Context: an optimization exercise on an open-source flow, tuned for a short achievable clock period. The choices shown serve that exercise and are no tape-out recipe.
The RTL was checked by simulation tests, not by an equivalence proof against the original design.
The clock input has no modelled driver; a real chip could not lean on it and would need a root buffer or a full tree.
No activity file was given, so power comes from the tool's default toggle rates.

== run 1 ==
// systolic_array
module systolic_array
#(
    parameter DATA_BIT = 8
)
(
    input [DATA_BIT-1:0] input_west0,
    input [DATA_BIT-1:0] input_west4,
    input [DATA_BIT-1:0] input_west8,
    input [DATA_BIT-1:0] input_west12,
    input [DATA_BIT-1:0] input_north0,
    input [DATA_BIT-1:0] input_north1,
    input [DATA_BIT-1:0] input_north2,
    input [DATA_BIT-1:0] input_north3,
    input clk,
    input rst,
    output reg done,
    output [2*DATA_BIT-1:0] result0, result1, result2, result3,
                            result4, result5, result6, result7,
                            result8, result9, result10, result11,
                            result12, result13, result14, result15
);
    reg [3:0] count;
    reg [7:0] wd0_0, wd0_1, wd0_2, wd1_0, wd1_1, wd1_2, wd2_0, wd2_1, wd2_2, wd3_0, wd3_1, wd3_2;
    reg [7:0] nd0_0, nd0_1, nd0_2, nd1_0, nd1_1, nd1_2, nd2_0, nd2_1, nd2_2, nd3_0, nd3_1, nd3_2;
    always @(posedge clk) begin
            wd0_0 <= input_west0;  wd0_1 <= wd0_0; wd0_2 <= wd0_1;
            wd1_0 <= input_west4;  wd1_1 <= wd1_0; wd1_2 <= wd1_1;
            wd2_0 <= input_west8;  wd2_1 <= wd2_0; wd2_2 <= wd2_1;
            wd3_0 <= input_west12; wd3_1 <= wd3_0; wd3_2 <= wd3_1;
            nd0_0 <= input_north0; nd0_1 <= nd0_0; nd0_2 <= nd0_1;
            nd1_0 <= input_north1; nd1_1 <= nd1_0; nd1_2 <= nd1_1;
            nd2_0 <= input_north2; nd2_1 <= nd2_0; nd2_2 <= nd2_1;
            nd3_0 <= input_north3; nd3_1 <= nd3_0; nd3_2 <= nd3_1;
    end
    reg [3:0] vld;
    always @(posedge clk or posedge rst) begin
        if (rst) vld <= 4'b0;
        else vld <= {vld[2:0], 1'b1};
    end
    pe P0 (.clk(clk), .rst(rst), .ok(vld[0]), .a(input_north0), .b(input_west0), .result(result0));
    pe P1 (.clk(clk), .rst(rst), .ok(vld[1]), .a(input_north1), .b(wd0_0), .result(result1));
    pe P2 (.clk(clk), .rst(rst), .ok(vld[2]), .a(input_north2), .b(wd0_1), .result(result2));
    pe P3 (.clk(clk), .rst(rst), .ok(vld[3]), .a(input_north3), .b(wd0_2), .result(result3));
    pe P4 (.clk(clk), .rst(rst), .ok(vld[1]), .a(nd0_0), .b(input_west4), .result(result4));
    pe P5 (.clk(clk), .rst(rst), .ok(vld[1]), .a(nd1_0), .b(wd1_0), .result(result5));
    pe P6 (.clk(clk), .rst(rst), .ok(vld[2]), .a(nd2_0), .b(wd1_1), .result(result6));
  ...
clock: 5.0 ns
lec_check: 0
abc_area: 1
cap_margin: 20
core_margin: 2
core_utilization: 65
place_density: 0.75
setup_slack_margin: 2.95
slew_margin: 20
standard.sh (not shown) runs the stock make flow with config.mk's settings and CLKGATE_MAP_FILE= SYNTH_SCRIPT=/design/flow/synth_recipe.tcl, a recipe that flattens the netlist after the stock synthesis.
==> flow/flow/run.sh <==
#!/bin/bash
# The standard ORFS flow (the standard.sh), except that the clock tree is a
# two-level tree built by flow/manual_cts.tcl (sourced as the PRE_CTS_TCL hook),
# followed by a second worst-path setup repair (flow/post_cts.tcl, the POST_CTS_TCL hook).
set -euo pipefail
here=$(pwd)
bash standard.sh synth > synth.log 2>&1
bash standard.sh floorplan > floorplan.log 2>&1
bash standard.sh place > place.log 2>&1
PRE_CTS_TCL=$here/flow/manual_cts.tcl POST_CTS_TCL=$here/flow/post_cts.tcl bash standard.sh cts > cts.log 2>&1
grep -q "manual_cts: clock tree built" orfs/logs/sky130hd/systolic_array/base/4_1_cts.log
bash standard.sh finish > finish.log 2>&1
==> flow/flow/manual_cts.tcl <==
# Manual two-level clock tree: the clock port drives NROOT root buffers, each
# root drives the leaf buffers of one region, and each leaf buffer drives a
# cluster of about LEAF_SIZE neighbouring flip-flops.
set leaf_size [expr {[info exists ::env(MCTS_LEAF_SIZE)] ? $::env(MCTS_LEAF_SIZE) : 28}]
set nroot [expr {[info exists ::env(MCTS_NROOT)] ? $::env(MCTS_NROOT) : 4}]
set bufcell [expr {[info exists ::env(MCTS_BUF)] ? $::env(MCTS_BUF) : "sky130_fd_sc_hd__clkbuf_16"}]
set rootcell [expr {[info exists ::env(MCTS_ROOTBUF)] ? $::env(MCTS_ROOTBUF) : "sky130_fd_sc_hd__clkbuf_16"}]

# Port buffers that an earlier step left as delay cells become plain buffers.
if {![info exists ::env(MCTS_FIX_IOBUF)] || $::env(MCTS_FIX_IOBUF)} {
  set nfix 0
  foreach bt [[ord::get_db_block] getBTerms] {
    set n [$bt getNet]
    if {$n eq "NULL"} continue
    foreach it [$n getITerms] {
      set inst [$it getInst]
      set mname [[$inst getMaster] getName]
      if {[string match *clkdlybuf* $mname] || [string match *dlygate* $mname] || [string match *dlymetal* $mname]} {
        replace_cell [$inst getName] sky130_fd_sc_hd__buf_6
        incr nfix
      }
    }
  }
  puts "manual_cts: $nfix port buffers made plain buffers"
}

# Output buffers: move each port's buffer next to the cell that drives it, so the
# buffer (not the flip-flop) drives the long wire to the pin.
if {![info exists ::env(MCTS_MOVE_OUTBUF)] || $::env(MCTS_MOVE_OUTBUF)} {
  set nmoved 0
  set blk [ord::get_db_block]
  foreach bt [$blk getBTerms] {
    if {[$bt getIoType] ne "OUTPUT"} continue
    set onet [$bt getNet]
    if {$onet eq "NULL"} continue
    set drv [$onet getFirstOutput]
    if {$drv eq "NULL"} continue
    set buf [$drv getInst]
    if {![string match *buf* [[$buf getMaster] getName]]} continue
    set ain [$buf findITerm A]
    if {$ain eq "NULL"} continue
    set inet [$ain getNet]
    if {$inet eq "NULL"} continue
    set src [$inet getFirstOutput]
    if {$src eq "NULL"} continue
    lassign [[$src getInst] getLocation] sx sy
    $buf setLocation $sx $sy
    incr nmoved
  }
  puts "manual_cts: moved $nmoved output buffers next to their drivers"
}

set block [ord::get_db_block]
set dbu [$block getDbUnitsPerMicron]
set clk_port_name [get_full_name [lindex [get_property [lindex [all_clocks] 0] sources] 0]]
set clknet [$block findNet $clk_port_name]

# sinks: every instance pin on the clock net, with its location in um
set sinks {}
foreach it [$clknet getITerms] {
  set inst [$it getInst]
  set bb [$inst getBBox]
  set x [expr {([$bb xMin] + [$bb xMax]) / 2.0 / $dbu}]
  set y [expr {([$bb yMin] + [$bb yMax]) / 2.0 / $dbu}]
  lappend sinks [list [$inst getName]/[[$it getMTerm] getName] $x $y]
}
set n [llength $sinks]
puts "manual_cts: $n sinks on $clk_port_name"

# split a list of {name x y} into groups of near-equal size on a grid
proc grid_split {items ngroups} {
  set xs [lsort -real [lmap i $items {lindex $i 1}]]
  set ys [lsort -real [lmap i $items {lindex $i 2}]]
  set w [expr {max(1.0, [lindex $xs end] - [lindex $xs 0])}]
  set h [expr {max(1.0, [lindex $ys end] - [lindex $ys 0])}]
  set nx [expr {max(1, int(round(sqrt($ngroups * $w / $h))))}]
  if {$nx > $ngroups} { set nx $ngroups }
  set byx [lsort -real -index 1 $items]
  set m [llength $byx]
  set groups {}
  set start 0
  for {set i 0} {$i < $nx} {incr i} {
    # column i gets ny groups and a matching share of the items
    set g0 [expr {$i * $ngroups / $nx}]
    set g1 [expr {($i + 1) * $ngroups / $nx}]
    set ny [expr {$g1 - $g0}]
    set end [expr {$g1 * $m / $ngroups}]
    set col [lsort -real -index 2 [lrange $byx $start [expr {$end - 1}]]]
    set start $end
    set mc [llength $col]
    for {set j 0} {$j < $ny} {incr j} {
      set c [expr {$j * $mc / $ny}]
      set d [expr {($j + 1) * $mc / $ny - 1}]
      if {$d >= $c} { lappend groups [lrange $col $c $d] }
    }
  }
  return $groups
}

proc centroid {g} {
  set sx 0; set sy 0
  foreach i $g { set sx [expr {$sx + [lindex $i 1]}]; set sy [expr {$sy + [lindex $i 2]}] }
  return [list [expr {$sx / [llength $g]}] [expr {$sy / [llength $g]}]]
}

set nleaf [expr {int(ceil(double($n) / $leaf_size))}]
set leaves {}
set k 0
foreach g [grid_split $sinks $nleaf] {
  lassign [centroid $g] cx cy
  set pins [lmap i $g {get_pins [lindex $i 0]}]
  set name clkleaf_$k
  insert_buffer -buffer_cell $bufcell -net $clk_port_name -load_pins $pins -location [list $cx $cy] -buffer_name $name -net_name clknet_leaf_$k
  set drv [[[$block findITerm [lindex $g 0 0]] getNet] getFirstOutput]
  lappend leaves [list [[$drv getInst] getName]/A $cx $cy]
  incr k
}
puts "manual_cts: $k leaf buffers"
set k 0
foreach g [grid_split $leaves $nroot] {
  lassign [centroid $g] cx cy
  set pins [lmap i $g {get_pins [lindex $i 0]}]
  insert_buffer -buffer_cell $rootcell -net $clk_port_name -load_pins $pins -location [list $cx $cy] -buffer_name clkroot_$k -net_name clknet_root_$k
  incr k
}
puts "manual_cts: $k root buffers"
foreach net [$block getNets] {
  if {[string match clknet_* [$net getName]] || [$net getName] eq $clk_port_name} { $net setSigType CLOCK }
}
set_propagated_clock [all_clocks]

# The tree is complete: TritonCTS, which cts.tcl calls next, has nothing left to do.
rename clock_tree_synthesis triton_clock_tree_synthesis
proc clock_tree_synthesis {args} { puts "manual_cts: clock tree built by manual_cts.tcl" }
==> flow/flow/post_cts.tcl <==
# A second setup repair after the standard one, aimed at the worst path only.
log_cmd estimate_parasitics -placement
log_cmd repair_timing -setup -setup_margin $::env(SETUP_SLACK_MARGIN) -repair_tns 0 -verbose
log_cmd detailed_placement
check_placement -verbose
Here is what was changed in the inputs of run 2 compared with run 1.
# run 1
export LEC_CHECK = 0
export ABC_AREA = 1
export CAP_MARGIN = 20
export CORE_MARGIN = 2
export CORE_UTILIZATION = 65
export PLACE_DENSITY = 0.75
export SETUP_SLACK_MARGIN = 2.95
export SLEW_MARGIN = 20
create_clock -name core_clock -period 5.0 [get_ports {clk}]
# run 2
export LEC_CHECK = 0
export ABC_AREA = 1
export CAP_MARGIN = 20
export CORE_MARGIN = 2
export CORE_UTILIZATION = 65
export PLACE_DENSITY = 0.75
export SETUP_SLACK_MARGIN = 3.2
export SLEW_MARGIN = 20
create_clock -name core_clock -period 5.0 [get_ports {clk}]
==> flow/flow/run.sh <==
#!/bin/bash
# The standard ORFS flow (the standard.sh), except that the clock tree is a
# two-level tree built by flow/manual_cts.tcl (sourced as the PRE_CTS_TCL hook).
set -euo pipefail
here=$(pwd)
bash standard.sh synth > synth.log 2>&1
bash standard.sh floorplan > floorplan.log 2>&1
bash standard.sh place > place.log 2>&1
PRE_CTS_TCL=$here/flow/manual_cts.tcl bash standard.sh cts > cts.log 2>&1
grep -q "manual_cts: clock tree built" orfs/logs/sky130hd/systolic_array/base/4_1_cts.log
bash standard.sh finish > finish.log 2>&1
-- flow/flow/manual_cts.tcl --
<<< run 1, line 6
set bufcell [expr {[info exists ::env(MCTS_BUF)] ? $::env(MCTS_BUF) : "sky130_fd_sc_hd__clkbuf_16"}]
set rootcell [expr {[info exists ::env(MCTS_ROOTBUF)] ? $::env(MCTS_ROOTBUF) : "sky130_fd_sc_hd__clkbuf_16"}]

# Port buffers that an earlier step left as delay cells become plain buffers.
if {![info exists ::env(MCTS_FIX_IOBUF)] || $::env(MCTS_FIX_IOBUF)} {
  set nfix 0
  foreach bt [[ord::get_db_block] getBTerms] {
    set n [$bt getNet]
    if {$n eq "NULL"} continue
    foreach it [$n getITerms] {
      set inst [$it getInst]
      set mname [[$inst getMaster] getName]
      if {[string match *clkdlybuf* $mname] || [string match *dlygate* $mname] || [string match *dlymetal* $mname]} {
        replace_cell [$inst getName] sky130_fd_sc_hd__buf_6
        incr nfix
      }
    }
  }
  puts "manual_cts: $nfix port buffers made plain buffers"
}

# Output buffers: move each port's buffer next to the cell that drives it, so the
>>> run 2, line 6
set bufcell [expr {[info exists ::env(MCTS_BUF)] ? $::env(MCTS_BUF) : "sky130_fd_sc_hd__clkbuf_16"}]
set rootcell [expr {[info exists ::env(MCTS_ROOTBUF)] ? $::env(MCTS_ROOTBUF) : "sky130_fd_sc_hd__clkbuf_16"}]

# Output buffers: move each port's buffer next to the cell that drives it, so the
<<< run 1, line 76
  set nx [expr {max(1, int(round(sqrt($ngroups * $w / $h))))}]
  if {$nx > $ngroups} { set nx $ngroups }
  set byx [lsort -real -index 1 $items]
  set m [llength $byx]
  set groups {}
  set start 0
  for {set i 0} {$i < $nx} {incr i} {
    # column i gets ny groups and a matching share of the items
    set g0 [expr {$i * $ngroups / $nx}]
    set g1 [expr {($i + 1) * $ngroups / $nx}]
    set ny [expr {$g1 - $g0}]
    set end [expr {$g1 * $m / $ngroups}]
    set col [lsort -real -index 2 [lrange $byx $start [expr {$end - 1}]]]
    set start $end
    set mc [llength $col]
    for {set j 0} {$j < $ny} {incr j} {
      set c [expr {$j * $mc / $ny}]
>>> run 2, line 58
  set nx [expr {max(1, int(round(sqrt($ngroups * $w / $h))))}]
  if {$nx > $ngroups} { set nx $ngroups }
  set ny [expr {int(ceil(double($ngroups) / $nx))}]
  set byx [lsort -real -index 1 $items]
  set m [llength $byx]
  set groups {}
  for {set i 0} {$i < $nx} {incr i} {
    set a [expr {$i * $m / $nx}]
    set b [expr {($i + 1) * $m / $nx - 1}]
    set col [lsort -real -index 2 [lrange $byx $a $b]]
    set mc [llength $col]
    # snake order so neighbouring groups stay close
    for {set j 0} {$j < $ny} {incr j} {
      set c [expr {$j * $mc / $ny}]
removed: flow/flow/post_cts.tcl
[summary]
Run 2 — sequential cell area share 2.9 points lower, run 1 as reference. The worst hold slack was comparable across run 2 and run 1. Looking at highest achievable clock rate, run 2 sits about 1.7% lower than run 1 does. In run 2, the critical path depth came out 12 above the value in run 1. Met1 usage (higher): run 2. A critical path launch point of P14.racc_n[2] is what run 2 shows, while P9.result[4] belongs to run 1.
The following lists how run 3 was set up differently from run 2:
# run 2
export LEC_CHECK = 0
export ABC_AREA = 1
export CAP_MARGIN = 20
export CORE_MARGIN = 2
export CORE_UTILIZATION = 65
export PLACE_DENSITY = 0.75
export SETUP_SLACK_MARGIN = 3.2
export SLEW_MARGIN = 20
create_clock -name core_clock -period 5.0 [get_ports {clk}]
# run 3
export LEC_CHECK = 0
export ABC_AREA = 1
export CAP_MARGIN = 20
export CORE_MARGIN = 2
export CORE_UTILIZATION = 65
export PLACE_DENSITY = 0.75
export SETUP_SLACK_MARGIN = 2.8
export SLEW_MARGIN = 20
create_clock -name core_clock -period 5.0 [get_ports {clk}]
-- flow/flow/manual_cts.tcl --
<<< run 2, line 6
set bufcell [expr {[info exists ::env(MCTS_BUF)] ? $::env(MCTS_BUF) : "sky130_fd_sc_hd__clkbuf_16"}]
set rootcell [expr {[info exists ::env(MCTS_ROOTBUF)] ? $::env(MCTS_ROOTBUF) : "sky130_fd_sc_hd__clkbuf_16"}]

# Output buffers: move each port's buffer next to the cell that drives it, so the
>>> run 3, line 6
set bufcell [expr {[info exists ::env(MCTS_BUF)] ? $::env(MCTS_BUF) : "sky130_fd_sc_hd__clkbuf_16"}]
set rootcell [expr {[info exists ::env(MCTS_ROOTBUF)] ? $::env(MCTS_ROOTBUF) : "sky130_fd_sc_hd__clkbuf_16"}]

# Port buffers that an earlier step left as delay cells become plain buffers.
if {![info exists ::env(MCTS_FIX_IOBUF)] || $::env(MCTS_FIX_IOBUF)} {
  set nfix 0
  foreach bt [[ord::get_db_block] getBTerms] {
    set n [$bt getNet]
    if {$n eq "NULL"} continue
    foreach it [$n getITerms] {
      set inst [$it getInst]
      set mname [[$inst getMaster] getName]
      if {[string match *clkdlybuf* $mname] || [string match *dlygate* $mname] || [string match *dlymetal* $mname]} {
        replace_cell [$inst getName] sky130_fd_sc_hd__buf_6
        incr nfix
      }
    }
  }
  puts "manual_cts: $nfix port buffers made plain buffers"
}

# Output buffers: move each port's buffer next to the cell that drives it, so the
<<< run 2, line 58
  set nx [expr {max(1, int(round(sqrt($ngroups * $w / $h))))}]
  if {$nx > $ngroups} { set nx $ngroups }
  set ny [expr {int(ceil(double($ngroups) / $nx))}]
  set byx [lsort -real -index 1 $items]
  set m [llength $byx]
  set groups {}
  for {set i 0} {$i < $nx} {incr i} {
    set a [expr {$i * $m / $nx}]
    set b [expr {($i + 1) * $m / $nx - 1}]
    set col [lsort -real -index 2 [lrange $byx $a $b]]
    set mc [llength $col]
    # snake order so neighbouring groups stay close
    for {set j 0} {$j < $ny} {incr j} {
      set c [expr {$j * $mc / $ny}]
>>> run 3, line 76
  set nx [expr {max(1, int(round(sqrt($ngroups * $w / $h))))}]
  if {$nx > $ngroups} { set nx $ngroups }
  set byx [lsort -real -index 1 $items]
  set m [llength $byx]
  set groups {}
  set start 0
  for {set i 0} {$i < $nx} {incr i} {
    # column i gets ny groups and a matching share of the items
    set g0 [expr {$i * $ngroups / $nx}]
    set g1 [expr {($i + 1) * $ngroups / $nx}]
    set ny [expr {$g1 - $g0}]
    set end [expr {$g1 * $m / $ngroups}]
    set col [lsort -real -index 2 [lrange $byx $start [expr {$end - 1}]]]
    set start $end
    set mc [llength $col]
    for {set j 0} {$j < $ny} {incr j} {
      set c [expr {$j * $mc / $ny}]
Results
- [run 3] wire length of the first global-routing pass fell 24000 µm relative to run 2
- Across both runs, setup slack was lower for run 3 than for run 2.
- Sort run 2 and run 3 by data required time at the worst endpoint desc -> top: run 3
Input changes introduced in run 4 (baseline for comparison: run 3):
# run 3
export LEC_CHECK = 0
export ABC_AREA = 1
export CAP_MARGIN = 20
export CORE_MARGIN = 2
export CORE_UTILIZATION = 65
export PLACE_DENSITY = 0.75
export SETUP_SLACK_MARGIN = 2.8
export SLEW_MARGIN = 20
create_clock -name core_clock -period 5.0 [get_ports {clk}]
# run 4
export LEC_CHECK = 0
export ABC_AREA = 1
export CAP_MARGIN = 20
export CORE_MARGIN = 2
export CORE_UTILIZATION = 65
export PLACE_DENSITY = 0.75
export SETUP_SLACK_MARGIN = 3.2
export SLEW_MARGIN = 20
export TNS_END_PERCENT = 5
create_clock -name core_clock -period 5.0 [get_ports {clk}]
-- flow/flow/manual_cts.tcl --
<<< run 3, line 6
set bufcell [expr {[info exists ::env(MCTS_BUF)] ? $::env(MCTS_BUF) : "sky130_fd_sc_hd__clkbuf_16"}]
set rootcell [expr {[info exists ::env(MCTS_ROOTBUF)] ? $::env(MCTS_ROOTBUF) : "sky130_fd_sc_hd__clkbuf_16"}]

# Port buffers that an earlier step left as delay cells become plain buffers.
if {![info exists ::env(MCTS_FIX_IOBUF)] || $::env(MCTS_FIX_IOBUF)} {
  set nfix 0
  foreach bt [[ord::get_db_block] getBTerms] {
    set n [$bt getNet]
    if {$n eq "NULL"} continue
    foreach it [$n getITerms] {
      set inst [$it getInst]
      set mname [[$inst getMaster] getName]
      if {[string match *clkdlybuf* $mname] || [string match *dlygate* $mname] || [string match *dlymetal* $mname]} {
        replace_cell [$inst getName] sky130_fd_sc_hd__buf_6
        incr nfix
      }
    }
  }
  puts "manual_cts: $nfix port buffers made plain buffers"
}

# Output buffers: move each port's buffer next to the cell that drives it, so the
>>> run 4, line 6
set bufcell [expr {[info exists ::env(MCTS_BUF)] ? $::env(MCTS_BUF) : "sky130_fd_sc_hd__clkbuf_16"}]
set rootcell [expr {[info exists ::env(MCTS_ROOTBUF)] ? $::env(MCTS_ROOTBUF) : "sky130_fd_sc_hd__clkbuf_16"}]

# Output buffers: move each port's buffer next to the cell that drives it, so the
<<< run 3, line 76
  set nx [expr {max(1, int(round(sqrt($ngroups * $w / $h))))}]
  if {$nx > $ngroups} { set nx $ngroups }
  set byx [lsort -real -index 1 $items]
  set m [llength $byx]
  set groups {}
  set start 0
  for {set i 0} {$i < $nx} {incr i} {
    # column i gets ny groups and a matching share of the items
    set g0 [expr {$i * $ngroups / $nx}]
    set g1 [expr {($i + 1) * $ngroups / $nx}]
    set ny [expr {$g1 - $g0}]
    set end [expr {$g1 * $m / $ngroups}]
    set col [lsort -real -index 2 [lrange $byx $start [expr {$end - 1}]]]
    set start $end
    set mc [llength $col]
    for {set j 0} {$j < $ny} {incr j} {
      set c [expr {$j * $mc / $ny}]
>>> run 4, line 58
  set nx [expr {max(1, int(round(sqrt($ngroups * $w / $h))))}]
  if {$nx > $ngroups} { set nx $ngroups }
  set ny [expr {int(ceil(double($ngroups) / $nx))}]
  set byx [lsort -real -index 1 $items]
  set m [llength $byx]
  set groups {}
  for {set i 0} {$i < $nx} {incr i} {
    set a [expr {$i * $m / $nx}]
    set b [expr {($i + 1) * $m / $nx - 1}]
    set col [lsort -real -index 2 [lrange $byx $a $b]]
    set mc [llength $col]
    # snake order so neighbouring groups stay close
    for {set j 0} {$j < $ny} {incr j} {
      set c [expr {$j * $mc / $ny}]
[summary]
Going from run 3 to run 4, the worst-margin pin slew was found to have gone up by 0.095 ns. Compared with run 3, run 4 shows a average vias per placed instance that is about 1.6% higher. Run 4 against run 3; area used by multi-input combinational logic is up by a little under 10%. Area fraction in compound gates after synthesis came out exactly the same in run 3 and run 4. | power after layout | run 4 vs run 3 | 7.4% higher |.
No run of this note takes its clock network from TritonCTS; it comes from the design's own scripts or RTL.

-- re-timing with driven ports --
How much do the figures lean on ideal ports? The routed layouts below were timed once more, with nothing changed but the port constraints. Step 1 (the two cells are an assumption about what drives the block):
set clk [get_ports {clk}]
set_driving_cell -lib_cell sky130_fd_sc_hd__clkbuf_16 $clk
set_driving_cell -lib_cell sky130_fd_sc_hd__buf_2 [delete_from_list [all_inputs] $clk]
Step 2 adds t to the input delays and takes it off the output delays; t is the mean of the earliest and latest rising clock arrival at the registers after step 1. Input paths then give back, and output paths get back, about the clock's delay inside the block. Three values: ideal, step 1, step 2; two values: the first two.
| run | t, ns | setup WS [ns] | worst register clock-pin slew, ns | pins driven straight from the clock port |
|---|---|---|---|---|
| run 1 | 0.722 | 2.903 / 2.726 / 2.446 | 0.12 / 0.12 | 4 |
| run 2 | 0.726 | 2.867 / 2.704 / 2.478 | 0.12 / 0.12 | 4 |
| run 3 | 0.716 | 2.857 / 2.732 / 2.443 | 0.11 / 0.11 | 4 |
| run 4 | 0.728 | 2.871 / 2.706 / 2.266 | 0.11 / 0.11 | 4 |
After both steps every run listed still meets setup and hold. The setup slack of run 4, which loses most, moves by -0.165 ns with the drivers and by -0.605 ns with both steps.
